Background: an optimization exercise with open tools, aiming at small area and a short achievable clock period. Do not read the settings as production practice.
Function was checked by simulation only, so behaviour that the tests miss may differ from the original.

## flow/design.v (module list and top-level ports; edited modules follow where they fit)
// module GCC: 4705 lines
// module fa: 7 lines
module GCC(READY_, Xc, Yc, Xi, Yi, Wi, RESET_, CLK);
  // ...
==> flow/flow/run.sh <==
#!/bin/bash
cd "$(dirname "$0")/.."
cp standard.sh standard_sh.copy.log
cp config.mk config_mk.copy.log
export SETUP_SLACK_MARGIN=32
bash standard.sh > standard.log 2>&1
rc=$?
exit $rc
==> flow/standard.sh <==
#!/bin/bash
# synth_recipe.tcl (not shown) runs the flow's synth.tcl, then flattens the netlist and writes it again
# the make line also repeats each setting of config.mk as NAME=value (left out here)
make -C /OpenROAD-flow-scripts/flow DESIGN_CONFIG=/design/flow/config.mk WORK_HOME=/design/flow/orfs CLKGATE_MAP_FILE= SYNTH_SCRIPT=/design/flow/synth_recipe.tcl "${@:-finish}"
==> flow/config.mk <==
export PLATFORM = sky130hd
export DESIGN_NAME = GCC
export DESIGN_NICKNAME = GCC
export VERILOG_FILES = /design/flow/design.v
export SDC_FILE = /design/flow/constraint.sdc
export NUM_CORES = 4
export LEC_CHECK = 0
export ABC_AREA = 1
export CAP_MARGIN = 60
export CORE_MARGIN = 2
export CORE_UTILIZATION = 40
export PLACE_DENSITY = 0.6
export SLEW_MARGIN = 50
export SYNTH_HIERARCHICAL = 1
==> flow/constraint.sdc <==
create_clock -name core_clock -period 52.0 [get_ports {CLK}]
set_input_delay 10.4000 -clock core_clock [delete_from_list [all_inputs] [get_ports {CLK}]]
set_output_delay 10.4000 -clock core_clock [all_outputs]
set_load 0.01 [all_outputs]
==> summary.txt, run 1 <==
Route
  – Max layer used: met4
  – ANT nets after route: 0

Synth
  – FFs w/ async S/R, synth: 100.0%
  – Seq/Total Area, Yosys: 12.28%
  – Post-synthesis mux area share: roughly 1.6%
  – Simple-gate share of the synthesized area: about a fifth
  – Leading area contributor after synthesis: fa_1

Timing
  – Final Cycle Share: 36.43%
  – Max-slew headroom: 59.33%
  – Max-slew violation count: 0

Floorplan
  – Well Taps: 1,265
  – Initial Util: around two fifths
  – Die area: 97,830 µm²

Status
  – Status: complete, no violations

Critical path
  – Crit path launch: S[3]

CTS
  – CTS tree: yes
  – Clk sink count: 187
  – Post-cts resize count: 2

Finish
  – Final std cells w/o fill: 5,857
  – Seq/total area: 11.20%
  – Reg area: around 4700 µm²
  – Inverters: 713
  – Layout Area Growth over Synthesis: 9.691%

Global routing
  – GR Util met2: 40.63%
  – Vias in the first global route: 31,910

Hold path
  – Hold Crit Start: delay
  – Cell depth of the worst hold path: 0

Place
  – Port bufs: 38
  – GP Congestion: 0.9554
==> run 2: changes to the inputs <==
--- a/flow/design.v
+++ b/flow/design.v
@@ -4194,182 +4194,182 @@
 assign S3n[1] = n4486;
 assign S3n[2] = n4522;
 assign S3n[3] = n4523;
 assign S3n[4] = n4524;
 assign S3n[5] = n4525;
 assign S3n[6] = n4526;
 assign S3n[7] = n4527;
 assign S3n[8] = n4508;
-wire n4528 = Xi[0] & Wi[0];
-wire n4529 = Xi[0] & Wi[1];
-wire n4530 = Xi[0] & Wi[2];
-wire n4531 = Xi[0] & Wi[3];
-wire n4532 = Xi[1] & Wi[0];
-wire n4533 = Xi[1] & Wi[1];
-wire n4534 = Xi[1] & Wi[2];
-wire n4535 = Xi[1] & Wi[3];
-wire n4536 = Xi[2] & Wi[0];
-wire n4537 = Xi[2] & Wi[1];
-wire n4538 = Xi[2] & Wi[2];
-wire n4539 = Xi[2] & Wi[3];
-wire n4540 = Xi[3] & Wi[0];
-wire n4541 = Xi[3] & Wi[1];
-wire n4542 = Xi[3] & Wi[2];
-wire n4543 = Xi[3] & Wi[3];
-wire n4544 = Xi[4] & Wi[0];
-wire n4545 = Xi[4] & Wi[1];
-wire n4546 = Xi[4] & Wi[2];
-wire n4547 = Xi[4] & Wi[3];
-wire n4548 = Xi[5] & Wi[0];
-wire n4549 = Xi[5] & Wi[1];
-wire n4550 = Xi[5] & Wi[2];
-wire n4551 = Xi[5] & Wi[3];
-wire n4552 = Xi[6] & Wi[0];
-wire n4553 = Xi[6] & Wi[1];
-wire n4554 = Xi[6] & Wi[2];
-wire n4555 = Xi[6] & Wi[3];
-wire n4556 = Xi[7] & Wi[0];
-wire n4557 = Xi[7] & Wi[1];
-wire n4558 = Xi[7] & Wi[2];
-wire n4559 = Xi[7] & Wi[3];
-wire n4560 = n4261 & n4217;
-wire n4561 = n4261 & n4228;
-wire n4562 = n4261 & n4239;
-wire n4563 = n4261 & n4250;
-wire n4564 = n4272 & n4217;
-wire n4565 = n4272 & n4228;
-wire n4566 = n4272 & n4239;
-wire n4567 = n4272 & n4250;
-wire n4568 = n4283 & n4217;
-wire n4569 = n4283 & n4228;
-wire n4570 = n4283 & n4239;
-wire n4571 = n4283 & n4250;
-wire n4572 = n4294 & n4217;
-wire n4573 = n4294 & n4228;
-wire n4574 = n4294 & n4239;
-wire n4575 = n4294 & n4250;
-wire n4576 = n4305 & n4217;
-wire n4577 = n4305 & n4228;
-wire n4578 = n4305 & n4239;
-wire n4579 = n4305 & n4250;
-wire n4580 = n4316 & n4217;
-wire n4581 = n4316 & n4228;
-wire n4582 = n4316 & n4239;
-wire n4583 = n4316 & n4250;
-wire n4584 = n4327 & n4217;
-wire n4585 = n4327 & n4228;
-wire n4586 = n4327 & n4239;
-wire n4587 = n4327 & n4250;
-wire n4588 = n4338 & n4217;
-wire n4589 = n4338 & n4228;
-wire n4590 = n4338 & n4239;
-wire n4591 = n4338 & n4250;
-wire n4592, n4593; fa un4592(NX[0], ~S[1], n4528, n4592, n4593);
-wire n4594, n4595; fa un4594(n4592, ~n4560, n4474, n4594, n4595);
-wire n4596, n4597; fa un4596(NX[1], n4529, n4532, n4596, n4597);
-wire n4598, n4599; fa un4598(~S[2], n4593, n4596, n4598, n4599);
+wire n4528 = ~(Xi[0] & Wi[0]);
+wire n4529 = ~(Xi[0] & Wi[1]);
+wire n4530 = ~(Xi[0] & Wi[2]);
+wire n4531 = ~(Xi[0] & Wi[3]);
+wire n4532 = ~(Xi[1] & Wi[0]);
+wire n4533 = ~(Xi[1] & Wi[1]);
+wire n4534 = ~(Xi[1] & Wi[2]);
+wire n4535 = ~(Xi[1] & Wi[3]);
+wire n4536 = ~(Xi[2] & Wi[0]);
+wire n4537 = ~(Xi[2] & Wi[1]);
+wire n4538 = ~(Xi[2] & Wi[2]);
+wire n4539 = ~(Xi[2] & Wi[3]);
+wire n4540 = ~(Xi[3] & Wi[0]);
+wire n4541 = ~(Xi[3] & Wi[1]);
+wire n4542 = ~(Xi[3] & Wi[2]);
+wire n4543 = ~(Xi[3] & Wi[3]);
+wire n4544 = ~(Xi[4] & Wi[0]);
+wire n4545 = ~(Xi[4] & Wi[1]);
+wire n4546 = ~(Xi[4] & Wi[2]);
+wire n4547 = ~(Xi[4] & Wi[3]);
+wire n4548 = ~(Xi[5] & Wi[0]);
+wire n4549 = ~(Xi[5] & Wi[1]);
+wire n4550 = ~(Xi[5] & Wi[2]);
+wire n4551 = ~(Xi[5] & Wi[3]);
+wire n4552 = ~(Xi[6] & Wi[0]);
+wire n4553 = ~(Xi[6] & Wi[1]);
+wire n4554 = ~(Xi[6] & Wi[2]);
+wire n4555 = ~(Xi[6] & Wi[3]);
+wire n4556 = ~(Xi[7] & Wi[0]);
+wire n4557 = ~(Xi[7] & Wi[1]);
+wire n4558 = ~(Xi[7] & Wi[2]);
+wire n4559 = ~(Xi[7] & Wi[3]);
+wire n4560 = ~(n4261 & n4217);
+wire n4561 = ~(n4261 & n4228);
+wire n4562 = ~(n4261 & n4239);
+wire n4563 = ~(n4261 & n4250);
+wire n4564 = ~(n4272 & n4217);
+wire n4565 = ~(n4272 & n4228);
+wire n4566 = ~(n4272 & n4239);
+wire n4567 = ~(n4272 & n4250);
+wire n4568 = ~(n4283 & n4217);
+wire n4569 = ~(n4283 & n4228);
+wire n4570 = ~(n4283 & n4239);
+wire n4571 = ~(n4283 & n4250);
+wire n4572 = ~(n4294 & n4217);
+wire n4573 = ~(n4294 & n4228);
+wire n4574 = ~(n4294 & n4239);
+wire n4575 = ~(n4294 & n4250);
+wire n4576 = ~(n4305 & n4217);
+wire n4577 = ~(n4305 & n4228);
+wire n4578 = ~(n4305 & n4239);
+wire n4579 = ~(n4305 & n4250);
+wire n4580 = ~(n4316 & n4217);
+wire n4581 = ~(n4316 & n4228);
+wire n4582 = ~(n4316 & n4239);
+wire n4583 = ~(n4316 & n4250);
+wire n4584 = ~(n4327 & n4217);
+wire n4585 = ~(n4327 & n4228);
+wire n4586 = ~(n4327 & n4239);
+wire n4587 = ~(n4327 & n4250);
+wire n4588 = ~(n4338 & n4217);
+wire n4589 = ~(n4338 & n4228);
+wire n4590 = ~(n4338 & n4239);
+wire n4591 = ~(n4338 & n4250);
+wire n4592, n4593; fa un4592(~NX[0], S[1], n4528, n4592, n4593);
+wire n4594, n4595; fa un4594(~n4592, n4560, n4474, n4594, n4595);
+wire n4596, n4597; fa un4596(S[2], n4529, n4532, n4596, n4597);
+wire n4598, n4599; fa un4598(~NX[1], n4593, n4596, n4598, n4599);
 wire n4600, n4601; fa un4600(~n4598, n4561, n4564, n4600, n4601);
-wire n4602, n4603; fa un4602(~n4600, n4475, n4595, n4602, n4603);
-wire n4604, n4605; fa un4604(NX[2], n4530, n4533, n4604, n4605);
-wire n4606, n4607; fa un4606(~S[3], n4536, n4597, n4606, n4607);
+wire n4602, n4603; fa un4602(n4600, n4475, n4595, n4602, n4603);
+wire n4604, n4605; fa un4604(S[3], n4530, n4533, n4604, n4605);
+wire n4606, n4607; fa un4606(~NX[2], n4536, n4597, n4606, n4607);
 wire n4608, n4609; fa un4608(n4604, n4599, n4606, n4608, n4609);
 wire n4610, n4611; fa un4610(n4562, n4565, n4568, n4610, n4611);
 wire n4612, n4613; fa un4612(~n4608, n4601, n4610, n4612, n4613);
-wire n4614, n4615; fa un4614(~n4612, n4476, n4603, n4614, n4615);
-wire n4616, n4617; fa un4616(NX[3], n4531, n4534, n4616, n4617);
-wire n4618, n4619; fa un4618(~S[4], n4537, n4540, n4618, n4619);
+wire n4614, n4615; fa un4614(n4612, n4476, n4603, n4614, n4615);
+wire n4616, n4617; fa un4616(S[4], n4531, n4534, n4616, n4617);
+wire n4618, n4619; fa un4618(~NX[3], n4537, n4540, n4618, n4619);
 wire n4620, n4621; fa un4620(n4605, n4616, n4618, n4620, n4621);
 wire n4622, n4623; fa un4622(n4607, n4620, n4609, n4622, n4623);
 wire n4624, n4625; fa un4624(n4563, n4566, n4569, n4624, n4625);
 wire n4626, n4627; fa un4626(~n4622, n4572, n4611, n4626, n4627);
 wire n4628, n4629; fa un4628(n4624, n4613, n4626, n4628, n4629);
-wire n4630, n4631; fa un4630(n4477, ~n4628, n4615, n4630, n4631);
+wire n4630, n4631; fa un4630(n4477, n4628, n4615, n4630, n4631);
 wire n4632 = NX[4] ^ ~S[5];
 wire n4633 = NX[4] | ~S[5];
-wire n4634, n4635; fa un4634(n4535, n4538, n4541, n4634, n4635);
-wire n4636, n4637; fa un4636(n4544, n4617, n4619, n4636, n4637);
-wire n4638, n4639; fa un4638(n4634, n4621, n4636, n4638, n4639);
-wire n4640, n4641; fa un4640(~n4632, n4638, n4623, n4640, n4641);
+wire n4634, n4635; fa un4634(n4632, n4535, n4538, n4634, n4635);
+wire n4636, n4637; fa un4636(n4541, n4544, n4617, n4636, n4637);
+wire n4638, n4639; fa un4638(n4619, n4634, n4621, n4638, n4639);
+wire n4640, n4641; fa un4640(n4636, n4638, n4623, n4640, n4641);
 wire n4642, n4643; fa un4642(n4567, n4570, n4573, n4642, n4643);
 wire n4644, n4645; fa un4644(~n4640, n4576, n4625, n4644, n4645);
 wire n4646, n4647; fa un4646(n4642, n4627, n4644, n4646, n4647);
-wire n4648, n4649; fa un4648(n4629, n4646, ~n4478, n4648, n4649);
+wire n4648, n4649; fa un4648(n4629, n4646, n4478, n4648, n4649);
 wire n4650, n4651; fa un4650(NX[5], ~S[6], n4633, n4650, n4651);
-wire n4652, n4653; fa un4652(n4650, n4539, n4542, n4652, n4653);
-wire n4654, n4655; fa un4654(n4545, n4548, n4635, n4654, n4655);
+wire n4652, n4653; fa un4652(n4539, n4542, n4545, n4652, n4653);
+wire n4654, n4655; fa un4654(~n4650, n4548, n4635, n4654, n4655);
 wire n4656, n4657; fa un4656(n4652, n4637, n4654, n4656, n4657);
 wire n4658, n4659; fa un4658(n4639, n4656, n4641, n4658, n4659);
 wire n4660, n4661; fa un4660(n4571, n4574, n4577, n4660, n4661);
 wire n4662, n4663; fa un4662(~n4658, n4580, n4643, n4662, n4663);
 wire n4664, n4665; fa un4664(n4660, n4645, n4662, n4664, n4665);
-wire n4666, n4667; fa un4666(n4647, n4664, ~n4479, n4666, n4667);
+wire n4666, n4667; fa un4666(n4647, n4664, n4479, n4666, n4667);
 wire n4668 = NX[6] ^ n4651;
 wire n4669 = NX[6] | n4651;
-wire n4670, n4671; fa un4670(n4543, n4546, n4549, n4670, n4671);
-wire n4672, n4673; fa un4672(~n4668, n4552, n4653, n4672, n4673);
+wire n4670, n4671; fa un4670(n4668, n4543, n4546, n4670, n4671);
+wire n4672, n4673; fa un4672(n4549, n4552, n4653, n4672, n4673);
 wire n4674, n4675; fa un4674(n4670, n4655, n4672, n4674, n4675);
 wire n4676, n4677; fa un4676(n4657, n4674, n4659, n4676, n4677);
 wire n4678, n4679; fa un4678(n4575, n4578, n4581, n4678, n4679);
 wire n4680, n4681; fa un4680(~n4676, n4584, n4661, n4680, n4681);
 wire n4682, n4683; fa un4682(n4678, n4663, n4680, n4682, n4683);
 wire n4684, n4685; fa un4684(n4665, n4682, n4667, n4684, n4685);
 wire n4686 = NX[7] ^ n4669;
 wire n4687 = NX[7] | n4669;
-wire n4688, n4689; fa un4688(n4547, n4550, n4553, n4688, n4689);
-wire n4690, n4691; fa un4690(~n4686, n4556, n4671, n4690, n4691);
+wire n4688, n4689; fa un4688(n4686, n4547, n4550, n4688, n4689);
+wire n4690, n4691; fa un4690(n4553, n4556, n4671, n4690, n4691);
 wire n4692, n4693; fa un4692(n4688, n4673, n4690, n4692, n4693);
 wire n4694, n4695; fa un4694(n4675, n4692, n4677, n4694, n4695);
 wire n4696, n4697; fa un4696(n4579, n4582, n4585, n4696, n4697);
 wire n4698, n4699; fa un4698(~n4694, n4588, n4679, n4698, n4699);
 wire n4700, n4701; fa un4700(n4696, n4681, n4698, n4700, n4701);
-wire n4702 = ~n4683 ^ ~n4700;
-wire n4703 = ~n4683 & ~n4700;
-wire n4704, n4705; fa un4704(NX[8], n4687, n4551, n4704, n4705);
-wire n4706, n4707; fa un4706(n4554, n4557, n4689, n4706, n4707);
-wire n4708, n4709; fa un4708(n4704, n4691, n4706, n4708, n4709);
+wire n4702 = n4683 ^ n4700;
+wire n4703 = n4683 & n4700;
+wire n4704, n4705; fa un4704(n4551, n4554, n4557, n4704, n4705);
+wire n4706, n4707; fa un4706(NX[8], n4687, ~n4689, n4706, n4707);
+wire n4708, n4709; fa un4708(n4704, n4691, ~n4706, n4708, n4709);
 wire n4710, n4711; fa un4710(n4693, n4708, n4695, n4710, n4711);
 wire n4712, n4713; fa un4712(n4583, n4586, n4589, n4712, n4713);
 wire n4714, n4715; fa un4714(~n4710, n4697, n4712, n4714, n4715);
 wire n4716, n4717; fa un4716(n4699, n4714, n4701, n4716, n4717);
-wire n4718, n4719; fa un4718(NX[9], n4555, n4558, n4718, n4719);
-wire n4720, n4721; fa un4720(n4705, n4718, n4707, n4720, n4721);
+wire n4718, n4719; fa un4718(~NX[9], n4555, n4558, n4718, n4719);
+wire n4720, n4721; fa un4720(n4705, n4718, ~n4707, n4720, n4721);
 wire n4722, n4723; fa un4722(n4709, n4720, n4711, n4722, n4723);
 wire n4724, n4725; fa un4724(~n4722, n4587, n4590, n4724, n4725);
 wire n4726, n4727; fa un4726(n4713, n4724, n4715, n4726, n4727);
-wire n4728, n4729; fa un4728(NX[10], n4559, n4719, n4728, n4729);
+wire n4728, n4729; fa un4728(~NX[10], n4559, n4719, n4728, n4729);
 wire n4730, n4731; fa un4730(n4728, n4721, n4723, n4730, n4731);
 wire n4732, n4733; fa un4732(~n4730, n4591, n4725, n4732, n4733);
-wire n4734, n4735; fa un4734(NX[11], n4729, n4731, n4734, n4735);
+wire n4734, n4735; fa un4734(~NX[11], n4729, n4731, n4734, n4735);
 wire n4736 = NX[13] ^ NX[12];
 wire n4737 = NX[13] | NX[12];
 wire n4738 = NX[14] ^ n4737;
 wire n4739 = NX[14] | n4737;
-wire n4740 = n4631 & ~n4648;
-wire n4741 = ~n4649 & ~n4666;
-wire n4742 = ~n4685 & n4702;
-wire n4743 = n4703 & ~n4716;
-wire n4744 = ~n4717 & ~n4726;
-wire n4745 = ~n4727 & ~n4732;
-wire n4746 = ~n4733 & n4734;
-wire n4747 = n4735 & ~NX[12];
-wire n4748 = n4631 ^ ~n4648;
-wire n4749 = ~n4649 ^ ~n4666;
-wire n4750 = ~n4685 ^ n4702;
-wire n4751 = n4703 ^ ~n4716;
-wire n4752 = ~n4717 ^ ~n4726;
-wire n4753 = ~n4727 ^ ~n4732;
-wire n4754 = ~n4733 ^ n4734;
-wire n4755 = n4735 ^ ~NX[12];
+wire n4740 = n4631 & n4648;
+wire n4741 = n4649 & n4666;
+wire n4742 = n4685 & n4702;
+wire n4743 = n4703 & n4716;
+wire n4744 = n4717 & n4726;
+wire n4745 = n4727 & n4732;
+wire n4746 = n4733 & ~n4734;
+wire n4747 = ~n4735 & ~NX[12];
+wire n4748 = n4631 ^ n4648;
+wire n4749 = n4649 ^ n4666;
+wire n4750 = n4685 ^ n4702;
+wire n4751 = n4703 ^ n4716;
+wire n4752 = n4717 ^ n4726;
+wire n4753 = n4727 ^ n4732;
+wire n4754 = n4733 ^ ~n4734;
+wire n4755 = ~n4735 ^ ~NX[12];
 wire n4756 = n4602 & n4594;
 wire n4757 = n4630 & n4614;
 wire n4758 = n4749 & n4740;
 wire n4759 = n4741 | n4758;
 wire n4760 = n4749 & n4748;
-wire n4761 = n4750 & ~n4684;
+wire n4761 = n4750 & n4684;
 wire n4762 = n4752 & n4743;
 wire n4763 = n4744 | n4762;
 wire n4764 = n4752 & n4751;
 wire n4765 = n4754 & n4745;
 wire n4766 = n4746 | n4765;
 wire n4767 = n4754 & n4753;
 wire n4768 = ~n4736 & n4747;
 wire n4769 = ~n4736 & n4755;
@@ -4388,31 +4388,31 @@
 wire n4782 = n4764 & n4772;
 wire n4783 = n4763 | n4782;
 wire n4784 = n4764 & n4777;
 wire n4785 = n4769 & n4779;
 wire n4786 = n4768 | n4785;
 wire n4787 = n4769 & n4780;
 wire n4788 = n4614 & n4756;
 wire n4789 = n4748 & n4770;
-wire n4790 = ~n4684 & n4759;
-wire n4791 = ~n4684 & n4781;
+wire n4790 = n4684 & n4759;
+wire n4791 = n4684 & n4781;
 wire n4792 = n4751 & n4772;
 wire n4793 = n4743 | n4792;
 wire n4794 = n4751 & n4777;
 wire n4795 = n4753 & n4783;
 wire n4796 = n4745 | n4795;
 wire n4797 = n4753 & n4784;
 wire n4798 = n4755 & n4779;
 wire n4799 = n4747 | n4798;
 wire n4800 = n4755 & n4780;
 wire n4801 = ~n4738 & n4786;
 wire n4802 = ~n4738 & n4787;
 wire n4803 = n4749 ^ n4740;
-wire n4804 = ~n4684 ^ n4759;
+wire n4804 = n4684 ^ n4759;
 wire n4805 = n4750 ^ n4790;
 wire n4806 = n4751 ^ n4772;
 wire n4807 = n4752 ^ n4793;
 wire n4808 = n4753 ^ n4783;
 wire n4809 = n4754 ^ n4796;
 wire n4810 = n4755 ^ n4779;
 wire n4811 = ~n4736 ^ n4799;
 wire n4812 = ~n4738 ^ n4786;
@@ -4426,182 +4426,182 @@
 assign NXn[7] = n4805;
 assign NXn[8] = n4806;
 assign NXn[9] = n4807;
 assign NXn[10] = n4808;
 assign NXn[11] = n4809;
 assign NXn[12] = n4810;
 assign NXn[13] = n4811;
 assign NXn[14] = n4812;
-wire n4813 = Yi[0] & Wi[0];
-wire n4814 = Yi[0] & Wi[1];
-wire n4815 = Yi[0] & Wi[2];
-wire n4816 = Yi[0] & Wi[3];
-wire n4817 = Yi[1] & Wi[0];
-wire n4818 = Yi[1] & Wi[1];
-wire n4819 = Yi[1] & Wi[2];
-wire n4820 = Yi[1] & Wi[3];
-wire n4821 = Yi[2] & Wi[0];
-wire n4822 = Yi[2] & Wi[1];
-wire n4823 = Yi[2] & Wi[2];
-wire n4824 = Yi[2] & Wi[3];
-wire n4825 = Yi[3] & Wi[0];
-wire n4826 = Yi[3] & Wi[1];
-wire n4827 = Yi[3] & Wi[2];
-wire n4828 = Yi[3] & Wi[3];
-wire n4829 = Yi[4] & Wi[0];
-wire n4830 = Yi[4] & Wi[1];
-wire n4831 = Yi[4] & Wi[2];
-wire n4832 = Yi[4] & Wi[3];
-wire n4833 = Yi[5] & Wi[0];
-wire n4834 = Yi[5] & Wi[1];
-wire n4835 = Yi[5] & Wi[2];
-wire n4836 = Yi[5] & Wi[3];
-wire n4837 = Yi[6] & Wi[0];
-wire n4838 = Yi[6] & Wi[1];
-wire n4839 = Yi[6] & Wi[2];
-wire n4840 = Yi[6] & Wi[3];
-wire n4841 = Yi[7] & Wi[0];
-wire n4842 = Yi[7] & Wi[1];
-wire n4843 = Yi[7] & Wi[2];
-wire n4844 = Yi[7] & Wi[3];
-wire n4845 = n4349 & n4217;
-wire n4846 = n4349 & n4228;
-wire n4847 = n4349 & n4239;
-wire n4848 = n4349 & n4250;
-wire n4849 = n4360 & n4217;
-wire n4850 = n4360 & n4228;
-wire n4851 = n4360 & n4239;
-wire n4852 = n4360 & n4250;
-wire n4853 = n4371 & n4217;
-wire n4854 = n4371 & n4228;
-wire n4855 = n4371 & n4239;
-wire n4856 = n4371 & n4250;
-wire n4857 = n4382 & n4217;
-wire n4858 = n4382 & n4228;
-wire n4859 = n4382 & n4239;
-wire n4860 = n4382 & n4250;
-wire n4861 = n4393 & n4217;
-wire n4862 = n4393 & n4228;
-wire n4863 = n4393 & n4239;
-wire n4864 = n4393 & n4250;
-wire n4865 = n4404 & n4217;
-wire n4866 = n4404 & n4228;
-wire n4867 = n4404 & n4239;
-wire n4868 = n4404 & n4250;
-wire n4869 = n4415 & n4217;
-wire n4870 = n4415 & n4228;
-wire n4871 = n4415 & n4239;
-wire n4872 = n4415 & n4250;
-wire n4873 = n4426 & n4217;
-wire n4874 = n4426 & n4228;
-wire n4875 = n4426 & n4239;
-wire n4876 = n4426 & n4250;
-wire n4877, n4878; fa un4877(NY[0], ~S[1], n4813, n4877, n4878);
-wire n4879, n4880; fa un4879(n4877, ~n4845, n4474, n4879, n4880);
-wire n4881, n4882; fa un4881(NY[1], n4814, n4817, n4881, n4882);
-wire n4883, n4884; fa un4883(~S[2], n4878, n4881, n4883, n4884);
+wire n4813 = ~(Yi[0] & Wi[0]);
+wire n4814 = ~(Yi[0] & Wi[1]);
+wire n4815 = ~(Yi[0] & Wi[2]);
+wire n4816 = ~(Yi[0] & Wi[3]);
+wire n4817 = ~(Yi[1] & Wi[0]);
+wire n4818 = ~(Yi[1] & Wi[1]);
+wire n4819 = ~(Yi[1] & Wi[2]);
+wire n4820 = ~(Yi[1] & Wi[3]);
+wire n4821 = ~(Yi[2] & Wi[0]);
+wire n4822 = ~(Yi[2] & Wi[1]);
+wire n4823 = ~(Yi[2] & Wi[2]);
+wire n4824 = ~(Yi[2] & Wi[3]);
+wire n4825 = ~(Yi[3] & Wi[0]);
+wire n4826 = ~(Yi[3] & Wi[1]);
+wire n4827 = ~(Yi[3] & Wi[2]);
+wire n4828 = ~(Yi[3] & Wi[3]);
+wire n4829 = ~(Yi[4] & Wi[0]);
+wire n4830 = ~(Yi[4] & Wi[1]);
+wire n4831 = ~(Yi[4] & Wi[2]);
+wire n4832 = ~(Yi[4] & Wi[3]);
+wire n4833 = ~(Yi[5] & Wi[0]);
+wire n4834 = ~(Yi[5] & Wi[1]);
+wire n4835 = ~(Yi[5] & Wi[2]);
+wire n4836 = ~(Yi[5] & Wi[3]);
+wire n4837 = ~(Yi[6] & Wi[0]);
+wire n4838 = ~(Yi[6] & Wi[1]);
+wire n4839 = ~(Yi[6] & Wi[2]);
+wire n4840 = ~(Yi[6] & Wi[3]);
+wire n4841 = ~(Yi[7] & Wi[0]);
+wire n4842 = ~(Yi[7] & Wi[1]);
+wire n4843 = ~(Yi[7] & Wi[2]);
+wire n4844 = ~(Yi[7] & Wi[3]);
+wire n4845 = ~(n4349 & n4217);
+wire n4846 = ~(n4349 & n4228);
+wire n4847 = ~(n4349 & n4239);
+wire n4848 = ~(n4349 & n4250);
+wire n4849 = ~(n4360 & n4217);
+wire n4850 = ~(n4360 & n4228);
+wire n4851 = ~(n4360 & n4239);
+wire n4852 = ~(n4360 & n4250);
+wire n4853 = ~(n4371 & n4217);
+wire n4854 = ~(n4371 & n4228);
+wire n4855 = ~(n4371 & n4239);
+wire n4856 = ~(n4371 & n4250);
+wire n4857 = ~(n4382 & n4217);
+wire n4858 = ~(n4382 & n4228);
+wire n4859 = ~(n4382 & n4239);
+wire n4860 = ~(n4382 & n4250);
+wire n4861 = ~(n4393 & n4217);
+wire n4862 = ~(n4393 & n4228);
+wire n4863 = ~(n4393 & n4239);
+wire n4864 = ~(n4393 & n4250);
+wire n4865 = ~(n4404 & n4217);
+wire n4866 = ~(n4404 & n4228);
+wire n4867 = ~(n4404 & n4239);
+wire n4868 = ~(n4404 & n4250);
+wire n4869 = ~(n4415 & n4217);
+wire n4870 = ~(n4415 & n4228);
+wire n4871 = ~(n4415 & n4239);
+wire n4872 = ~(n4415 & n4250);
+wire n4873 = ~(n4426 & n4217);
+wire n4874 = ~(n4426 & n4228);
+wire n4875 = ~(n4426 & n4239);
+wire n4876 = ~(n4426 & n4250);
+wire n4877, n4878; fa un4877(~NY[0], S[1], n4813, n4877, n4878);
+wire n4879, n4880; fa un4879(~n4877, n4845, n4474, n4879, n4880);
+wire n4881, n4882; fa un4881(S[2], n4814, n4817, n4881, n4882);
+wire n4883, n4884; fa un4883(~NY[1], n4878, n4881, n4883, n4884);
 wire n4885, n4886; fa un4885(~n4883, n4846, n4849, n4885, n4886);
-wire n4887, n4888; fa un4887(~n4885, n4475, n4880, n4887, n4888);
-wire n4889, n4890; fa un4889(NY[2], n4815, n4818, n4889, n4890);
-wire n4891, n4892; fa un4891(~S[3], n4821, n4882, n4891, n4892);
+wire n4887, n4888; fa un4887(n4885, n4475, n4880, n4887, n4888);
+wire n4889, n4890; fa un4889(S[3], n4815, n4818, n4889, n4890);
+wire n4891, n4892; fa un4891(~NY[2], n4821, n4882, n4891, n4892);
 wire n4893, n4894; fa un4893(n4889, n4884, n4891, n4893, n4894);
 wire n4895, n4896; fa un4895(n4847, n4850, n4853, n4895, n4896);
 wire n4897, n4898; fa un4897(~n4893, n4886, n4895, n4897, n4898);
-wire n4899, n4900; fa un4899(~n4897, n4476, n4888, n4899, n4900);
-wire n4901, n4902; fa un4901(NY[3], n4816, n4819, n4901, n4902);
-wire n4903, n4904; fa un4903(~S[4], n4822, n4825, n4903, n4904);
+wire n4899, n4900; fa un4899(n4897, n4476, n4888, n4899, n4900);
+wire n4901, n4902; fa un4901(S[4], n4816, n4819, n4901, n4902);
+wire n4903, n4904; fa un4903(~NY[3], n4822, n4825, n4903, n4904);
 wire n4905, n4906; fa un4905(n4890, n4901, n4903, n4905, n4906);
 wire n4907, n4908; fa un4907(n4892, n4905, n4894, n4907, n4908);
 wire n4909, n4910; fa un4909(n4848, n4851, n4854, n4909, n4910);
 wire n4911, n4912; fa un4911(~n4907, n4857, n4896, n4911, n4912);
 wire n4913, n4914; fa un4913(n4909, n4898, n4911, n4913, n4914);
-wire n4915, n4916; fa un4915(n4477, ~n4913, n4900, n4915, n4916);
+wire n4915, n4916; fa un4915(n4477, n4913, n4900, n4915, n4916);
 wire n4917 = NY[4] ^ ~S[5];
 wire n4918 = NY[4] | ~S[5];
-wire n4919, n4920; fa un4919(n4820, n4823, n4826, n4919, n4920);
-wire n4921, n4922; fa un4921(n4829, n4902, n4904, n4921, n4922);
-wire n4923, n4924; fa un4923(n4919, n4906, n4921, n4923, n4924);
-wire n4925, n4926; fa un4925(~n4917, n4923, n4908, n4925, n4926);
+wire n4919, n4920; fa un4919(n4917, n4820, n4823, n4919, n4920);
+wire n4921, n4922; fa un4921(n4826, n4829, n4902, n4921, n4922);
+wire n4923, n4924; fa un4923(n4904, n4919, n4906, n4923, n4924);
+wire n4925, n4926; fa un4925(n4921, n4923, n4908, n4925, n4926);
 wire n4927, n4928; fa un4927(n4852, n4855, n4858, n4927, n4928);
 wire n4929, n4930; fa un4929(~n4925, n4861, n4910, n4929, n4930);
 wire n4931, n4932; fa un4931(n4927, n4912, n4929, n4931, n4932);
-wire n4933, n4934; fa un4933(n4914, n4931, ~n4478, n4933, n4934);
+wire n4933, n4934; fa un4933(n4914, n4931, n4478, n4933, n4934);
 wire n4935, n4936; fa un4935(NY[5], ~S[6], n4918, n4935, n4936);
-wire n4937, n4938; fa un4937(n4935, n4824, n4827, n4937, n4938);
-wire n4939, n4940; fa un4939(n4830, n4833, n4920, n4939, n4940);
+wire n4937, n4938; fa un4937(n4824, n4827, n4830, n4937, n4938);
+wire n4939, n4940; fa un4939(~n4935, n4833, n4920, n4939, n4940);
 wire n4941, n4942; fa un4941(n4937, n4922, n4939, n4941, n4942);
 wire n4943, n4944; fa un4943(n4924, n4941, n4926, n4943, n4944);
 wire n4945, n4946; fa un4945(n4856, n4859, n4862, n4945, n4946);
 wire n4947, n4948; fa un4947(~n4943, n4865, n4928, n4947, n4948);
 wire n4949, n4950; fa un4949(n4945, n4930, n4947, n4949, n4950);
-wire n4951, n4952; fa un4951(n4932, n4949, ~n4479, n4951, n4952);
+wire n4951, n4952; fa un4951(n4932, n4949, n4479, n4951, n4952);
 wire n4953 = NY[6] ^ n4936;
 wire n4954 = NY[6] | n4936;
-wire n4955, n4956; fa un4955(n4828, n4831, n4834, n4955, n4956);
-wire n4957, n4958; fa un4957(~n4953, n4837, n4938, n4957, n4958);
+wire n4955, n4956; fa un4955(n4953, n4828, n4831, n4955, n4956);
+wire n4957, n4958; fa un4957(n4834, n4837, n4938, n4957, n4958);
 wire n4959, n4960; fa un4959(n4955, n4940, n4957, n4959, n4960);
 wire n4961, n4962; fa un4961(n4942, n4959, n4944, n4961, n4962);
 wire n4963, n4964; fa un4963(n4860, n4863, n4866, n4963, n4964);
 wire n4965, n4966; fa un4965(~n4961, n4869, n4946, n4965, n4966);
 wire n4967, n4968; fa un4967(n4963, n4948, n4965, n4967, n4968);
 wire n4969, n4970; fa un4969(n4950, n4967, n4952, n4969, n4970);
 wire n4971 = NY[7] ^ n4954;
 wire n4972 = NY[7] | n4954;
-wire n4973, n4974; fa un4973(n4832, n4835, n4838, n4973, n4974);
-wire n4975, n4976; fa un4975(~n4971, n4841, n4956, n4975, n4976);
+wire n4973, n4974; fa un4973(n4971, n4832, n4835, n4973, n4974);
+wire n4975, n4976; fa un4975(n4838, n4841, n4956, n4975, n4976);
 wire n4977, n4978; fa un4977(n4973, n4958, n4975, n4977, n4978);
 wire n4979, n4980; fa un4979(n4960, n4977, n4962, n4979, n4980);
 wire n4981, n4982; fa un4981(n4864, n4867, n4870, n4981, n4982);
 wire n4983, n4984; fa un4983(~n4979, n4873, n4964, n4983, n4984);
 wire n4985, n4986; fa un4985(n4981, n4966, n4983, n4985, n4986);
-wire n4987 = ~n4968 ^ ~n4985;
-wire n4988 = ~n4968 & ~n4985;
-wire n4989, n4990; fa un4989(NY[8], n4972, n4836, n4989, n4990);
-wire n4991, n4992; fa un4991(n4839, n4842, n4974, n4991, n4992);
-wire n4993, n4994; fa un4993(n4989, n4976, n4991, n4993, n4994);
+wire n4987 = n4968 ^ n4985;
+wire n4988 = n4968 & n4985;
+wire n4989, n4990; fa un4989(n4836, n4839, n4842, n4989, n4990);
+wire n4991, n4992; fa un4991(NY[8], n4972, ~n4974, n4991, n4992);
+wire n4993, n4994; fa un4993(n4989, n4976, ~n4991, n4993, n4994);
 wire n4995, n4996; fa un4995(n4978, n4993, n4980, n4995, n4996);
 wire n4997, n4998; fa un4997(n4868, n4871, n4874, n4997, n4998);
 wire n4999, n5000; fa un4999(~n4995, n4982, n4997, n4999, n5000);
 wire n5001, n5002; fa un5001(n4984, n4999, n4986, n5001, n5002);
-wire n5003, n5004; fa un5003(NY[9], n4840, n4843, n5003, n5004);
-wire n5005, n5006; fa un5005(n4990, n5003, n4992, n5005, n5006);
+wire n5003, n5004; fa un5003(~NY[9], n4840, n4843, n5003, n5004);
+wire n5005, n5006; fa un5005(n4990, n5003, ~n4992, n5005, n5006);
 wire n5007, n5008; fa un5007(n4994, n5005, n4996, n5007, n5008);
 wire n5009, n5010; fa un5009(~n5007, n4872, n4875, n5009, n5010);
 wire n5011, n5012; fa un5011(n4998, n5009, n5000, n5011, n5012);
-wire n5013, n5014; fa un5013(NY[10], n4844, n5004, n5013, n5014);
+wire n5013, n5014; fa un5013(~NY[10], n4844, n5004, n5013, n5014);
 wire n5015, n5016; fa un5015(n5013, n5006, n5008, n5015, n5016);
 wire n5017, n5018; fa un5017(~n5015, n4876, n5010, n5017, n5018);
-wire n5019, n5020; fa un5019(NY[11], n5014, n5016, n5019, n5020);
+wire n5019, n5020; fa un5019(~NY[11], n5014, n5016, n5019, n5020);
 wire n5021 = NY[13] ^ NY[12];
 wire n5022 = NY[13] | NY[12];
 wire n5023 = NY[14] ^ n5022;
 wire n5024 = NY[14] | n5022;
-wire n5025 = n4916 & ~n4933;
-wire n5026 = ~n4934 & ~n4951;
-wire n5027 = ~n4970 & n4987;
-wire n5028 = n4988 & ~n5001;
-wire n5029 = ~n5002 & ~n5011;
-wire n5030 = ~n5012 & ~n5017;
-wire n5031 = ~n5018 & n5019;
-wire n5032 = n5020 & ~NY[12];
-wire n5033 = n4916 ^ ~n4933;
-wire n5034 = ~n4934 ^ ~n4951;
-wire n5035 = ~n4970 ^ n4987;
-wire n5036 = n4988 ^ ~n5001;
-wire n5037 = ~n5002 ^ ~n5011;
-wire n5038 = ~n5012 ^ ~n5017;
-wire n5039 = ~n5018 ^ n5019;
-wire n5040 = n5020 ^ ~NY[12];
+wire n5025 = n4916 & n4933;
+wire n5026 = n4934 & n4951;
+wire n5027 = n4970 & n4987;
+wire n5028 = n4988 & n5001;
+wire n5029 = n5002 & n5011;
+wire n5030 = n5012 & n5017;
+wire n5031 = n5018 & ~n5019;
+wire n5032 = ~n5020 & ~NY[12];
+wire n5033 = n4916 ^ n4933;
+wire n5034 = n4934 ^ n4951;
+wire n5035 = n4970 ^ n4987;
+wire n5036 = n4988 ^ n5001;
+wire n5037 = n5002 ^ n5011;
+wire n5038 = n5012 ^ n5017;
+wire n5039 = n5018 ^ ~n5019;
+wire n5040 = ~n5020 ^ ~NY[12];
 wire n5041 = n4887 & n4879;
 wire n5042 = n4915 & n4899;
 wire n5043 = n5034 & n5025;
 wire n5044 = n5026 | n5043;
 wire n5045 = n5034 & n5033;
-wire n5046 = n5035 & ~n4969;
+wire n5046 = n5035 & n4969;
 wire n5047 = n5037 & n5028;
 wire n5048 = n5029 | n5047;
 wire n5049 = n5037 & n5036;
 wire n5050 = n5039 & n5030;
 wire n5051 = n5031 | n5050;
 wire n5052 = n5039 & n5038;
 wire n5053 = ~n5021 & n5032;
 wire n5054 = ~n5021 & n5040;
@@ -4620,31 +4620,31 @@
 wire n5067 = n5049 & n5057;
 wire n5068 = n5048 | n5067;
 wire n5069 = n5049 & n5062;
 wire n5070 = n5054 & n5064;
 wire n5071 = n5053 | n5070;
 wire n5072 = n5054 & n5065;
 wire n5073 = n4899 & n5041;
 wire n5074 = n5033 & n5055;
-wire n5075 = ~n4969 & n5044;
-wire n5076 = ~n4969 & n5066;
+wire n5075 = n4969 & n5044;
+wire n5076 = n4969 & n5066;
 wire n5077 = n5036 & n5057;
 wire n5078 = n5028 | n5077;
 wire n5079 = n5036 & n5062;
 wire n5080 = n5038 & n5068;
 wire n5081 = n5030 | n5080;
 wire n5082 = n5038 & n5069;
 wire n5083 = n5040 & n5064;
 wire n5084 = n5032 | n5083;
 wire n5085 = n5040 & n5065;
 wire n5086 = ~n5023 & n5071;
 wire n5087 = ~n5023 & n5072;
 wire n5088 = n5034 ^ n5025;
-wire n5089 = ~n4969 ^ n5044;
+wire n5089 = n4969 ^ n5044;
 wire n5090 = n5035 ^ n5075;
 wire n5091 = n5036 ^ n5057;
 wire n5092 = n5037 ^ n5078;
 wire n5093 = n5038 ^ n5068;
 wire n5094 = n5039 ^ n5081;
 wire n5095 = n5040 ^ n5064;
 wire n5096 = ~n5021 ^ n5084;
 wire n5097 = ~n5023 ^ n5071;
==> flow/flow/run.sh (replaced) <==
#!/bin/bash
cd "$(dirname "$0")/.."
cp standard.sh standard_sh.copy.log
cp config.mk config_mk.copy.log
export SETUP_SLACK_MARGIN=34
bash standard.sh > standard.log 2>&1
rc=$?
exit $rc
==> summary.txt, run 2 <==
Finish
  – Top flop regs: NX: 15 flops, NY: 15 flops, S3: 9 flops (unchanged)
  – Reg area: 4691 µm² (was 4684 µm²)
  – Layout fillers: 8,797 (was 9,478)
  – Layout Nets: 5,896 (was 5,579)
  – Layout Area Growth over Synthesis: 22.14% (was 9.691%)
  – Final std cells w/o fill: 6,163 (was 5,857)
  – Most frequent cells in the layout: 813 x nand2_1, 579 x nor2_1, 550 x fa_1, 549 x inv_1, 316 x buf_4 (was 792 x nand2_1, 675 x inv_1, 641 x fa_1, 607 x nor2_1, 323 x ha_1)
  – Multi-input gate area: 32,530 µm² (was 30,760 µm²)
  – Share of cells above drive strength 1: 23.40% (was 10.02%)
  – Commonest non-fill, non-tap cell in the layout: nand2_1 (unchanged)
  – Post-route cell area: 46,200 µm² (was 41,830 µm²)

Critical path
  – Reg2reg path depth: 103 (was 96)
  – Arr. time, crit path: 18.08 ns (was 19.28 ns)
  – Critical path peak fanout: 8 (was 26)
  – Most used cell, CP: fa_2
  – CP endpoint kind: flip-flop (unchanged)
  – Worst Path Required: 52.36 ns (was 52.34 ns)
  – Startpoint Class: flip-flop (unchanged)
  – Critical Path Max Stage Delay: 0.63 ns (was 0.64 ns)
  – Critical path class: flip-flop to flip-flop (unchanged)
  – Critical-path top delay cell: fa_2 (was fa_1)

Synth
  – Synth Cell Area: 37,820 µm² (was 38,140 µm²)
  – Seq/Total Area, Yosys: 12.38% (was 12.28%)
  – Most common cell in the netlist: nand2_1 (unchanged)
  – Synth area leaders: fa_1 35%, dfrtp_1 12%, ha_1 11%, nand2_1 8.8%, inv_1 6.3% (was fa_1 34%, dfrtp_1 12%, ha_1 11%, nand2_1 7.9%, inv_1 6.8%)
  – Syn nets: 5,534 (was 5,514)
  – Leading area contributor after synthesis: fa_1 (unchanged)
  – Top-area cell type share of the netlist area: 34.72% (was 34.43%)
  – Yosys warnings: 7 (unchanged)
  – Flops & latches, synth: 187 (unchanged)
  – Post-synth cell types: 66 (was 64)
  – FFs w/ async S/R, synth: 100.0% (unchanged)
  – Post-Synthesis Mean Instance Area: 8.344 µm² (was 8.451 µm²)
  – Cells after synthesis: 4,533 (was 4,513)
  – Top cells by count, synth: 883 x nand2_1, 656 x fa_1, 637 x inv_1 (was 798 x nand2_1, 687 x inv_1, 656 x fa_1)
  – Top_reg_cell synth: dfrtp_1 (unchanged)
  – EDFF count, synth: 0 (unchanged)

Floorplan
  – I/O pin total: 39 (unchanged)
  – Placeable Area: 93,470 µm² (was 94,730 µm²)
  – Die X: 311.5 µm (was 312.8 µm)
  – Die Ht: 311.5 µm (was 312.8 µm)
  – Initial Util: 40.47% (was 40.26%)
  – Die area: 97,030 µm² (was 97,830 µm²)
  – Num rows: 112 (was 113)

Place
  – GP Congestion: 0.9257 (was 0.9554)
  – Dpl cells: 5,783 (was 5,784)
  – Area post-placement: 39,980 µm² (was 40,520 µm²)
  – Final HPWL DP: 96,420 µm (was 99,680 µm)
  – Port bufs: 38 (unchanged)

Route
  – DRC Markers: 0 (unchanged)
  – Initial DRC count: 3,023 (was 2,846)
  – Drt total wl: 128,800 µm (was 121,500 µm)
  – Vias/cell: 5.371 (was 5.348)
  – ANT nets after route: 0 (unchanged)
  – Routed via count: 33,100 (was 31,320)
  – DR WL/cell: 20.91 µm (was 20.74 µm)
  – Pre-antenna DRT Iters: 8 (was 6)

Timing
  – Fmax: 56.42 MHz (was 52.79 MHz)
  – Clock skew: 0.01557 ns (was 0.01852 ns)
  – Setup tns final: 0 ns (unchanged)
  – Worst Tran Pin Value: 0.6090 ns (was 0.6096 ns)
  – Final Cycle Share: 34.09% (was 36.43%)
  – Final setup vio count: 0 (unchanged)
  – Max-slew violation count: 0 (unchanged)
  – Final Hold Vio Count: 0 (unchanged)
  – Minimum clock period: 17.72 ns (was 18.94 ns)
  – Unrepaired setup endpoints after global routing: yes (unchanged)
  – Max-slew headroom: 59.20% (was 59.33%)

Global routing
  – Vias in the first global route: 32,110 (was 31,910)
  – First-pass GRT wire length: 189,200 µm (was 187,900 µm)
  – Initial antenna violation count: 4 (was 5)
  – Largest net degree at the start of global routing: 61 (was 51)
  – Total track usage: 25.12% (was 25.04%)
  – Total grt overflow: 0 (unchanged)

Hold path
  – Hold Path Class: flip-flop to flip-flop (unchanged)
  – Cell depth of the worst hold path: 0 (unchanged)

CTS
  – CTS tree: yes (unchanged)
  – Worst skew pair latency: 0.47 ns (about the same)
  – Clk sink count: 187 (unchanged)
  – Clock transition at path regs: 0.08 ns (about the same)
  – CTS Buffer Depth: 2 (unchanged)
  – CTS Buf Count: 17 (unchanged)
  – Htree depth: 4 (unchanged)
  – Root Buffer: clkbuf_16 (unchanged)

Flow run
  – Maxcap violations: 0 (unchanged)

Status
  – Status: complete, no violations (unchanged)
==> run 2: changes by cell type in the layout (fill, tap and decap cells not counted), sizes merged, moves of 5 or more <==
cell / before / now
inv: 704 / 658
clkinv: 14 / 19
a21oi: 202 / 253
buf: 119 / 401
o22ai: 28 / 39
clkbuf: 26 / 36
o21ai: 146 / 162
nand2: 842 / 929
o211ai: 20 / 14
mux2: 50 / 8
nand3: 202 / 152
==> run 2: worst max-delay path: cells and delay by family (launching register included) <==
kind	cells	cell delay, ns
buffers and inverters	25	2.50
adder cells (fa/ha/maj)	23	8.44
AO/OA/AOI/OAI	19	2.94
AND/OR/NAND/NOR	35	3.18
flip-flops	1	0.40
XOR/XNOR	1	0.12
==> run 2: path summary, 6_finish.rpt <==
kind	from	endpoint	slack [ns]
worst max-delay path	S[2]	NX[13]	34.28
worst min-delay path	delay	READY_	0.36
worst max register to register	S[2]	NX[13]	34.28
worst min register to register	delay	READY_	0.36
max in group asynchronous	RESET_	Xc[3]	40.57
min in group asynchronous	RESET_	Yc[7]	9.89
==> run 2: kinds of logic (layout without fill, tap and decap cells) <==
| kind of cell | after synthesis | after routing | synth area share (%) |
|---|---|---|---|
| other cells | 1 | 3 | 0.009915 |
| mux | 9 | 9 | 0.2646 |
| fa+ha+maj | 980 | 980 | 45.43 |
| compound gates | 658 | 658 | 10.52 |
| xor+xnor | 148 | 148 | 3.606 |
| simple gates | 1767 | 1771 | 19.48 |
| buf+inv | 783 | 1153 | 8.307 |
| flops | 187 | 187 | 12.38 |
==> run 2: Yosys stat by module (local to each module, per instance) <==
module | copies in the design | flip-flops and latches
fa | 529 | 0
GCC | 1 | 187
==> run 2: layout make-up <==
| type | instances | area share [%] |
|---|---|---|
| tap | 1254 | 3.396 |
| antenna | 2 | 0.01083 |
| timing repair buffer | 451 | 9.065 |
| sequential | 187 | 10.15 |
| multi-input combinational | 3567 | 70.42 |
| inverter | 670 | 5.734 |
| timing repair inverter | 1 | 0.01083 |
| clock buffer | 17 | 0.9209 |
| clock inverter | 14 | 0.2844 |
==> run 2: layer usage <==
layer	vias up	GRT usage [%]	wire [µm]
met3	288	2.642	7989
met5	-	0	24
li1	15090	-	-
met4	4	9.025	6010
met1	16430	34.04	53750
met2	1291	41.73	61070
==> run 2: what timing repair did <==
| item | CTS | global route |
|---|---|---|
| endpoints found under the setup margin | 31 | 29 |
| cloned | 4 | 15 |
| hold buffers | 0 | 0 |
| pin swaps | 23 | 261 |
| buffers inserted | 38 | 281 |
| gates resized for setup | 178 | 543 |
==> run 2: stage by stage <==
step	util (%)	worst slack [ns]	hold slack (ns)
3_3_place_gp	42.27	31.90	0.3473
4_1_cts	44.43	34.01	0.3619
6_report	49.42	34.28	0.3594
5_1_grt	49.42	33.60	0.3675
3_5_place_dp	42.78	31.96	0.3479
2_1_floorplan	-	34.48	0.3452
==> run 3: changes to the inputs <==
==> flow/flow/run.sh (replaced) <==
#!/bin/bash
cd "$(dirname "$0")/.."
cp standard.sh standard_sh.copy.log
cp config.mk config_mk.copy.log
export SETUP_SLACK_MARGIN=33
bash standard.sh > standard.log 2>&1
rc=$?
exit $rc
--- a/flow/config.mk
+++ b/flow/config.mk
@@ -12,3 +12,4 @@
 export PLACE_DENSITY = 0.6
 export SLEW_MARGIN = 50
 export SYNTH_HIERARCHICAL = 1
+export TNS_END_PERCENT = 20
==> summary.txt, run 3 <==
Timing
  – Max-slew headroom: 59.14% (was 59.20%)
  – Setup tns final: 0 ns (unchanged)
  – Worst Tran Pin Value: 0.6098 ns (was 0.6090 ns)
  – Minimum clock period: 18.06 ns (was 17.72 ns)
  – Hold WS: 0.3592 ns (was 0.3594 ns)
  – Final Hold Vio Count: 0 (unchanged)
  – Max-slew violation count: 0 (unchanged)
  – Unrepaired setup endpoints after global routing: no (was yes)
  – Final setup vio count: 0 (unchanged)
  – Clock skew: 0.01487 ns (was 0.01557 ns)
  – Fmax: 55.37 MHz (was 56.42 MHz)
  – Final Cycle Share: 34.73% (was 34.09%)

Floorplan
  – Num rows: 112 (unchanged)
  – Placeable Area: 93,470 µm² (unchanged)
  – Die area: 97,030 µm² (unchanged)
  – Die Ht: 311.5 µm (unchanged)
  – I/O pin total: 39 (unchanged)
  – Initial Util: 40.47% (unchanged)
  – Die X: 311.5 µm (unchanged)

Hold path
  – Cell depth of the worst hold path: 0 (unchanged)
  – WHS Endpoint: READY_ (unchanged)
  – Hold Crit Start: delay (unchanged)
  – Hold Path Class: flip-flop to flip-flop (unchanged)

CTS
  – # hold bufs at CTS: 0 (unchanged)
  – CTS Buffer Depth: 2 (unchanged)
  – Root Buffer: clkbuf_16 (unchanged)
  – Clk sink count: 187 (unchanged)
  – CTS Buf Count: 17 (unchanged)
  – Htree depth: 4 (unchanged)
  – Worst skew pair latency: 0.47 ns (about the same)
  – CTS tree: yes (unchanged)
  – Clock transition at path regs: 0.08 ns (about the same)

Place
  – Area post-placement: 39,980 µm² (unchanged)
  – GP Congestion: 0.9257 (unchanged)
  – Final HPWL DP: 96,420 µm (unchanged)
  – Port bufs: 38 (unchanged)

Route
  – ANT nets after route: 0 (unchanged)
  – Initial DRC count: 2,700 (was 3,023)
  – DR WL/cell: 20.31 µm (was 20.91 µm)
  – Drt total wl: 120,100 µm (was 128,800 µm)
  – Pre-antenna DRT Iters: 6 (was 8)
  – Vias/cell: 5.306 (was 5.371)
  – Routed via count: 31,370 (was 33,100)
  – DRC Markers: 0 (unchanged)

Synth
  – Seq/Total Area, Yosys: 12.38% (unchanged)
  – Top-area cell type share of the netlist area: 34.72% (unchanged)
  – Most common cell in the netlist: nand2_1 (unchanged)
  – FFs w/ async S/R, synth: 100.0% (unchanged)
  – Post-Synthesis Mean Instance Area: 8.344 µm² (unchanged)
  – Post-synth cell types: 66 (unchanged)
  – EDFF count, synth: 0 (unchanged)
  – Cells after synthesis: 4,533 (unchanged)
  – Flops & latches, synth: 187 (unchanged)
  – Top_reg_cell synth: dfrtp_1 (unchanged)
  – Yosys warnings: 7 (unchanged)
  – Syn nets: 5,534 (unchanged)
  – Top cells by count, synth: 883 x nand2_1, 656 x fa_1, 637 x inv_1 (unchanged)
  – Leading area contributor after synthesis: fa_1 (unchanged)
  – Synth Cell Area: 37,820 µm² (unchanged)
  – Synth area leaders: fa_1 35%, dfrtp_1 12%, ha_1 11%, nand2_1 8.8%, inv_1 6.3% (unchanged)

Critical path
  – Critical path class: flip-flop to flip-flop (unchanged)
  – Critical Path Max Stage Delay: 0.64 ns (was 0.63 ns)
  – CP endpoint kind: flip-flop (unchanged)
  – RR Endpoint: NX[13] (unchanged)
  – Critical-path top delay cell: fa_2 (unchanged)
  – Worst Path Required: 52.36 ns (about the same)
  – Arr. time, crit path: 18.42 ns (was 18.08 ns)
  – R2R Setup Slk: 33.94 ns (was 34.28 ns)
  – Startpoint Class: flip-flop (unchanged)
  – Most used cell, CP: nand2_1 (was fa_2)
  – Worst R2R Start: S3[0] (was S[2])
  – Critical path peak fanout: 29 (was 8)
  – Reg2reg path depth: 100 (was 103)

Finish
  – Layout Nets: 5,646 (was 5,896)
  – Top flop regs: NX: 15 flops, NY: 15 flops, S3: 9 flops (unchanged)
  – Share of cells above drive strength 1: 12.30% (was 23.40%)
  – Most frequent cells in the layout: 873 x nand2_1, 613 x nor2_1, 605 x fa_1, 591 x inv_1, 322 x ha_1 (was 813 x nand2_1, 579 x nor2_1, 550 x fa_1, 549 x inv_1, 316 x buf_4)
  – Post-route cell area: 42,200 µm² (was 46,200 µm²)
  – Layout Area Growth over Synthesis: 11.56% (was 22.14%)
  – Commonest non-fill, non-tap cell in the layout: nand2_1 (unchanged)

Status
  – Status: complete, no violations (unchanged)

Global routing
  – Initial antenna violation count: 4 (unchanged)
  – First-pass GRT wire length: 186,100 µm (was 189,200 µm)
  – Vias in the first global route: 31,660 (was 32,110)
  – Total track usage: 24.68% (was 25.12%)
  – Total grt overflow: 0 (unchanged)
  – Largest net degree at the start of global routing: 61 (unchanged)

Flow run
  – Maxcap violations: 0 (unchanged)
## run 3: critical path, delay by kind of cell (launching register included)
family / cells / cell delay [ns]
simple gates: 39 / 3.72
fa+ha+maj: 25 / 9.11
compound gates: 16 / 2.56
buf+inv: 18 / 1.83
xor+xnor: 2 / 0.31
flops: 1 / 0.40
## run 3: through the flow
step           instances  utilization (%)  setup slack (ns)
3_5_place_dp        5783            42.78             31.96
5_1_grt             5911            45.14             32.88
4_1_cts             5820            43.63             33.00
6_report            5912            45.14             33.94
2_1_floorplan       4533                -             34.48
3_3_place_gp        5756            42.27             31.90
## run 3: worst max-delay path by stage
stage,end,startpoint,depth (start not counted)
detailed placement,NY[12],S[5],91
global route,NY[13],S3[0],99
floorplan,NY[12],Wi[1],22
CTS,NX[13],S[2],98
finish,NX[13],S3[0],100
global placement,NX[13],S[5],86
## run 3: cell type report
type / count / area, µm²
antenna: 1 / 2.502
clock buffer: 17 / 425.4
clock inverter: 14 / 131.4
fill: 9242 / 51270
inverter: 670 / 2575
multi-input combinational: 3564 / 30920
sequential: 187 / 4686
tap: 1254 / 1569
timing repair buffer: 205 / 1883
## run 3: logic make-up after synthesis
| kind of cell | count (synthesis) | synth area share [%] |
|---|---|---|
| AND/OR/NAND/NOR | 1767 | 19.48 |
| adder cells (fa/ha/maj) | 980 | 45.43 |
| buffers and inverters | 783 | 8.307 |
| AO/OA/AOI/OAI | 658 | 10.52 |
| flip-flops | 187 | 12.38 |
| XOR/XNOR | 148 | 3.606 |
| multiplexers | 9 | 0.2646 |
| other | 1 | 0.009915 |
## run 3: per-module statistics from Yosys, one instance, submodules excluded
module / cells inside / area, µm² / copies in the design
fa: 1 / 20.02 / 529
GCC: 4004 / 27230 / 1
## run 3: metal layers
metal | part of all wire [%] | track usage (%) | up-vias
met5 | 0.020 | 0 | -
met4 | 3.7 | 8.235 | 4
met3 | 5.5 | 2.369 | 199
met2 | 48 | 41.13 | 1073
met1 | 43 | 33.72 | 15530
li1 | - | - | 14570
## run 3: repair_timing
item	4_1_cts	5_1_grt
cloned	0	5
setup buffers	6	77
pin swaps	1	38
endpoints found under the setup margin	20	29
resized for setup	48	205
==> run 4: changes to the inputs <==
--- a/flow/config.mk
+++ b/flow/config.mk
@@ -12,4 +12,3 @@
 export PLACE_DENSITY = 0.6
 export SLEW_MARGIN = 50
 export SYNTH_HIERARCHICAL = 1
-export TNS_END_PERCENT = 20
==> summary.txt, run 4 <==
Global routing
  – Grt peak-use layer: met2 (unchanged)
  – First-pass GRT wire length: 186,100 µm (unchanged)
  – GRT met1 Usage: 33.72% (unchanged)
  – Met3 usage: 2.369% (unchanged)
  – GR Util met2: 41.13% (unchanged)
  – Largest net degree at the start of global routing: 61 (unchanged)
  – Total grt overflow: 0 (unchanged)
  – Vias in the first global route: 31,660 (unchanged)
  – Initial antenna violation count: 4 (unchanged)
  – Total track usage: 24.68% (unchanged)

Synth
  – Post-Synthesis Mean Instance Area: 8.344 µm² (unchanged)
  – Post-synth cell types: 66 (unchanged)
  – Cells after synthesis: 4,533 (unchanged)
  – Top_reg_cell synth: dfrtp_1 (unchanged)
  – Syn nets: 5,534 (unchanged)
  – Top cells by count, synth: 883 x nand2_1, 656 x fa_1, 637 x inv_1 (unchanged)
  – Yosys warnings: 7 (unchanged)
  – Synth Cell Area: 37,820 µm² (unchanged)
  – Flops & latches, synth: 187 (unchanged)
  – Synth area leaders: fa_1 35%, dfrtp_1 12%, ha_1 11%, nand2_1 8.8%, inv_1 6.3% (unchanged)
  – Seq/Total Area, Yosys: 12.38% (unchanged)
  – EDFF count, synth: 0 (unchanged)
  – Leading area contributor after synthesis: fa_1 (unchanged)
  – FFs w/ async S/R, synth: 100.0% (unchanged)
  – Top-area cell type share of the netlist area: 34.72% (unchanged)
  – Most common cell in the netlist: nand2_1 (unchanged)

Timing
  – Max-slew violation count: 0 (unchanged)
  – Max-slew headroom: 59.14% (unchanged)
  – Setup tns final: 0 ns (unchanged)
  – Unrepaired setup endpoints after global routing: no (unchanged)
  – Clock skew: 0.01487 ns (unchanged)
  – Fmax: 55.37 MHz (unchanged)
  – Final setup vio count: 0 (unchanged)
  – Minimum clock period: 18.06 ns (unchanged)
  – Hold WS: 0.3592 ns (unchanged)
  – Final Cycle Share: 34.73% (unchanged)
  – Worst Tran Pin Value: 0.6098 ns (unchanged)
  – Final Hold Vio Count: 0 (unchanged)

Critical path
  – Worst Path Buf+Inv: 18 (unchanged)
  – Most used cell, CP: nand2_1 (unchanged)
  – Arr. time, crit path: 18.42 ns (about the same)
  – Critical path class: flip-flop to flip-flop (unchanged)
  – Critical path's top delay family: adder cells (unchanged)
  – Critical path peak fanout: 29 (unchanged)
  – Startpoint Class: flip-flop (unchanged)
  – CP endpoint kind: flip-flop (unchanged)
  – R2R Setup Slk: 33.94 ns (about the same)
  – Critical Path Max Stage Delay: 0.64 ns (about the same)
  – Critical-path top delay cell: fa_2 (unchanged)
  – Worst Path Required: 52.36 ns (about the same)

Route
  – ANT nets after route: 0 (unchanged)
  – Vias/cell: 5.306 (unchanged)
  – DR WL/cell: 20.31 µm (unchanged)
  – Routed via count: 31,370 (unchanged)
  – DRC Markers: 0 (unchanged)
  – Initial DRC count: 2,700 (unchanged)
  – Drt total wl: 120,100 µm (unchanged)
  – Pre-antenna DRT Iters: 6 (unchanged)

Finish
  – Most frequent cells in the layout: 873 x nand2_1, 613 x nor2_1, 605 x fa_1, 591 x inv_1, 322 x ha_1 (unchanged)
  – Layout Nets: 5,646 (unchanged)
  – Share of cells above drive strength 1: 12.30% (unchanged)
  – Commonest non-fill, non-tap cell in the layout: nand2_1 (unchanged)
  – Core Util, Final: 45.14% (unchanged)
  – Layout Area Growth over Synthesis: 11.56% (unchanged)
  – Top flop regs: NX: 15 flops, NY: 15 flops, S3: 9 flops (unchanged)

Place
  – Final HPWL DP: 96,420 µm (unchanged)
  – GP Congestion: 0.9257 (unchanged)
  – Port bufs: 38 (unchanged)

Floorplan
  – Die Ht: 311.5 µm (unchanged)
  – Num rows: 112 (unchanged)
  – Initial Util: 40.47% (unchanged)
  – Die area: 97,030 µm² (unchanged)
  – I/O pin total: 39 (unchanged)
  – Placeable Area: 93,470 µm² (unchanged)
  – Die X: 311.5 µm (unchanged)

CTS
  – CTS Buf Count: 17 (unchanged)
  – CTS Buffer Depth: 2 (unchanged)
  – CTS tree: yes (unchanged)
  – Worst skew pair latency: 0.47 ns (about the same)
  – Clk sink count: 187 (unchanged)
  – Root Buffer: clkbuf_16 (unchanged)
  – Clock transition at path regs: 0.08 ns (about the same)
  – # hold bufs at CTS: 0 (unchanged)
  – Htree depth: 4 (unchanged)

Status
  – Status: complete, no violations (unchanged)

Flow run
  – Maxcap violations: 0 (unchanged)

Hold path
  – Hold Path Class: flip-flop to flip-flop (unchanged)
run 4: routing by layer:
metal,share of wire (%),vias up
li1,-,14570
met4,3.7,4
met5,0.020,-
met3,5.5,199
met1,43,15530
met2,48,1073
run 4: final timing paths:
kind                              from     end  cells after the start
worst max-delay path             S3[0]  NX[13]                    100
max in group asynchronous       RESET_   x5[2]                      5
worst min register to register   delay  READY_                      0
min in group asynchronous       RESET_   Yc[7]                      1
worst min-delay path             delay  READY_                      0
worst max register to register   S3[0]  NX[13]                    100
run 4: metrics by stage:
stage | instance area (µm²) | std cells | setup slack [ns]
finish | 42200 | 5912 | 33.94
global route | 42190 | 5911 | 32.88
CTS | 40790 | 5820 | 33.00
detailed placement | 39980 | 5783 | 31.96
global placement | 39510 | 5756 | 31.90
floorplan | 37820 | 4533 | 34.48
run 4: cells by family (layout without fill, tap and decap cells):
kind of cell	count (synthesis)	after routing	share of synthesized area, %
muxes	9	9	0.2646
and+or+nand+nor	1767	1768	19.48
buffers and inverters	783	906	8.307
AOI/OAI and AO/OA	658	658	10.52
DFF	187	187	12.38
adders and majority gates	980	980	45.43
xor gates and xnor gates	148	148	3.606
other	1	2	0.009915
run 4: area by class of cell:
type	instances	area (µm²)
repair buffers	205	1883
inverters	670	2575
clock buffers	17	425.4
multi-input cells	3564	30920
diodes	1	2.502
well taps	1254	1569
clock inverters	14	131.4
flip-flops and latches	187	4686
fillers	9242	51270
run 4: per-module statistics from Yosys, one instance, submodules excluded:
| module | cells | area (µm²) |
|---|---|---|
| GCC | 4004 | 27230 |
| fa | 1 | 20.02 |
run 4: repair_timing:
action | 4_1_cts | 5_1_grt
setup buffers | 6 | 77
gates resized for setup | 48 | 205
gates cloned | 0 | 5
endpoints found under the setup margin | 20 | 29
endpoints found under the hold margin | 0 | 0
pin swaps | 1 | 38

==> what the ideal ports hide <==
The flow's constraints put no driver on any port. The routed layouts listed below were extracted and timed again, unchanged, in two steps.
Step 1: set_driving_cell puts a clkbuf_16 on CLK and a buf_2 on each other input, an assumption about the parent block.
Step 2 also shifts input and output timing later by t, the mid clock arrival at the registers, as if the neighbouring blocks saw the same clock.
Slacks: ideal / step 1 / step 2; pairs: ideal / step 1.
run | shift t [ns] | setup WS [ns] | hold WS [ns] | slew at the worst register clock pin (ns)
run 1 | 0.521 | 33.058 / 33.058 / 33.058 | 0.359 / 0.359 / 0.359 | 0.09 / 0.09
run 2 | 0.512 | 34.276 / 34.262 / 33.750 | 0.359 / 0.359 / 0.359 | 0.09 / 0.09
run 3 | 0.516 | 33.938 / 33.938 / 33.765 | 0.359 / 0.359 / 0.359 | 0.08 / 0.08
run 4 | 0.516 | 33.938 / 33.938 / 33.765 | 0.359 / 0.359 / 0.359 | 0.08 / 0.08
After both steps every run listed still meets setup and hold. For run 2, which loses most, drivers alone change the setup slack by -0.014 ns; drivers and shift together by -0.526 ns.
